This is an optimization exercise on Yosys and OpenROAD, whose aim is small area, a short achievable clock period and few clock cycles per item, not a production implementation.
Only simulation tests tie the RTL to the original design; equivalence was not proved.
Power figures rest on the tool's default switching activity, not on a simulated workload.

## Rsa256Core
module Rsa256Core (
  input          i_clk,
  input          i_rst,
  input          i_start,
  input  [255:0] i_a,
  input  [255:0] i_d,
  input  [255:0] i_n,
  output [255:0] o_a_pow_d,
  output         o_finished
);
  localparam OP_SQ = 3'd0, OP_MUL1 = 3'd1, OP_MUL3 = 3'd2, OP_PRE = 3'd3, OP_OUT = 3'd4, OP_DONE = 3'd5,
             OP_NONE = 3'd7;
  reg         st_idle, st_cl, st_ca, st_scan, st_setup, st_mont;
  reg         ph_in, ph_nt, ph_fr;
  reg         fin_r;
  reg  [2:0]  op;           
  reg  [2:0]  mulpend;      
  reg         sqleft;       
  reg         pre_bit;      
  reg         wr_a3;        
  reg         keepb;        
  reg         first;        
  reg  [8:0]  cnt;
  reg         last;         
  reg  [8:0]  idx;          
  reg         scan_ph;
  reg  [16:0] d_l1;         
  reg  [279:0] Sn, Cn;     
  reg         cinn;           
  reg  [270:0] B;          
  reg  [270:0] A;          
  reg  [270:0] A3;         
  reg  [269:0] NT;        
  reg  [1:0] hcorr;   
  reg  [7:0]  q;          
  reg  [7:0]  dig, dign, dnx;   
  reg  [6:0]  didx;           
  reg  [7:0]  dBsn, dBcn;   
  reg         sgn;            
  reg  [13:0] F;         
  reg  [13:0] nu;         
  reg  [13:0] nlo;        
  reg  [13:0] npr;        
  assign o_a_pow_d = B[256:1];
  assign o_finished = fin_r;
  wire dbit = d_l1[idx[3:0] + 1];
  wire dbit1 = d_l1[idx[3:0]];
  wire [256:0] dpad = {i_d, 1'b0};
  function automatic [7:0] mulk(input [7:0] x, input [7:0] y);
    mulk = x * y;
  endfunction
  wire cci = F[13] | ~cinn;
  wire [270:0] P;
  rsa_add u_add (.x(Sn[270:0]), .y(Cn[270:0]), .ci(~cci), .s(P));
  wire [7:0] qnext;
  rsa_qn u_qn (.sn(Sn[15:0]), .cn(Cn[15:0]), .cinn(cinn), .dbsn(dBsn), .dbcn(dBcn),
               .qc(q[1:0]), .hc(hcorr), .q(qnext));
  wire [7:0] mmsn, mmcn, m0sn, m0cn;
  rsa_mulcs u_mm (.a(dign), .b(B[7:0]), .sn(mmsn), .cn(mmcn));
  wire [269:0] qqn0 = ~(NT & {270{q[0]}});
  ...
For scale: ~1000 I/O pins, ~210000 µm² of cells after synthesis.
Settings: LEC_CHECK=0, CAP_MARGIN=20, CORE_MARGIN=2, CORE_UTILIZATION=55, SETUP_SLACK_MARGIN=0.5, SLEW_MARGIN=20, SYNTH_HIERARCHICAL=1; clock period 16.0 ns.
standard.sh (not shown) runs the stock make flow with config.mk's settings and CLKGATE_MAP_FILE= SYNTH_SCRIPT=/design/flow/synth_recipe.tcl, a recipe that flattens the netlist after the stock synthesis.
==> flow/flow/run.sh <==
#!/bin/bash
# Own layout flow: the standard synthesis, then the standard ORFS layout steps with
# repair_timing aiming for extra setup slack (the clock and constraints are unchanged).
set -uo pipefail
KNOBS=$(cat flow/knobs.txt 2>/dev/null || echo "SETUP_SLACK_MARGIN=10")
[[ -f flow/env.sh ]] && source flow/env.sh
bash standard.sh synth > synth.log 2>&1 || { tail -50 synth.log; exit 1; }
bash standard.sh $KNOBS finish > layout.log 2>&1 || { tail -50 layout.log; exit 1; }
==> flow/flow/env.sh <==
export BUFFER_PORTS_ARGS="-buffer_cell sky130_fd_sc_hd__buf_4"
==> flow/flow/knobs.txt <==
SETUP_SLACK_MARGIN=11.25 SLEW_MARGIN=40
Testbench counts at the start, summed over its fixed seeds: cycles 310,004, ops 24.
Change:
--- a/flow/config.mk
+++ b/flow/config.mk
@@ -10 +10,3 @@
-export CORE_UTILIZATION = 55
+export CORE_UTILIZATION = 48
+export CTS_CLUSTER_DIAMETER = 80
+export CTS_CLUSTER_SIZE = 30
The changed run ran to the end with no violations.
Critical path depth is higher by 9.
Via count fell by 1.7%.
First-iteration DRC count goes down by about 2.7%.
Worst setup slack stays flat.
Non-clock buffer count went down by 39.
Total power went down by about 5.5%.
Sequential share of layout area increases by 0.15 points.
Register-to-register slack loses 0.03 ns.

Starting RTL as in the previous note.
clock: 16.0 ns
lec_check: 0
cap_margin: 20
core_margin: 2
core_utilization: 40
setup_slack_margin: 0.5
slew_margin: 20
synth_hierarchical: 1
Scripts as last shown in full above: flow/flow/run.sh, flow/flow/env.sh, flow/flow/knobs.txt
The starting point finished clean.
Testbench counts at the start, summed over its fixed seeds: cycles 310,004, ops 24.
Then changed:
==> flow/flow/knobs.txt (replaced) <==
SETUP_SLACK_MARGIN=11.4 SLEW_MARGIN=40 TNS_END_PERCENT=10
Non-clock buffer count grows by 42.
Clock power shrinks by about 0.9%.
Utilization grows by 0.17 points.
Total power barely changes.
Sequential power stays flat.
Flip-flop and latch count is unchanged.
Die area stays the same.

-- re-timing with driven ports --
In the flow no input, the clock included, has a driving cell. The finished layouts below were timed again as built, in two steps.
Step 1 assumes that a clkbuf_16 drives the clock port and a buf_2 every other input.
Step 2 moves the port delays by t, midway between the first and last clock arrival at a register: inputs arrive t later, outputs are due t later. That takes back most of the time a late clock gives input paths.
Three values: ideal ports, drivers, drivers and shift; two values: the first two.
run | t (ns) | setup slack, ns | latest minus earliest clock arrival (ns) | worst register clock-pin slew, ns
the first run of note 1 | 1.113 | 11.157 / 11.028 / 11.124 | 0.081 / 0.081 | 0.08 / 0.08
the second run of note 1 | 1.071 | 11.160 / 11.036 / 11.143 | 0.083 / 0.083 | 0.12 / 0.12
the first run of note 2 | 1.099 | 11.171 / 11.049 / 11.184 | 0.087 / 0.087 | 0.08 / 0.08
the second run of note 2 | 1.113 | 11.102 / 10.979 / 11.191 | 0.089 / 0.089 | 0.07 / 0.07
After both steps setup and hold are still met in every run listed. For the first run of note 1, which loses most, drivers alone change the setup slack by -0.129 ns; drivers and shift together by -0.033 ns.
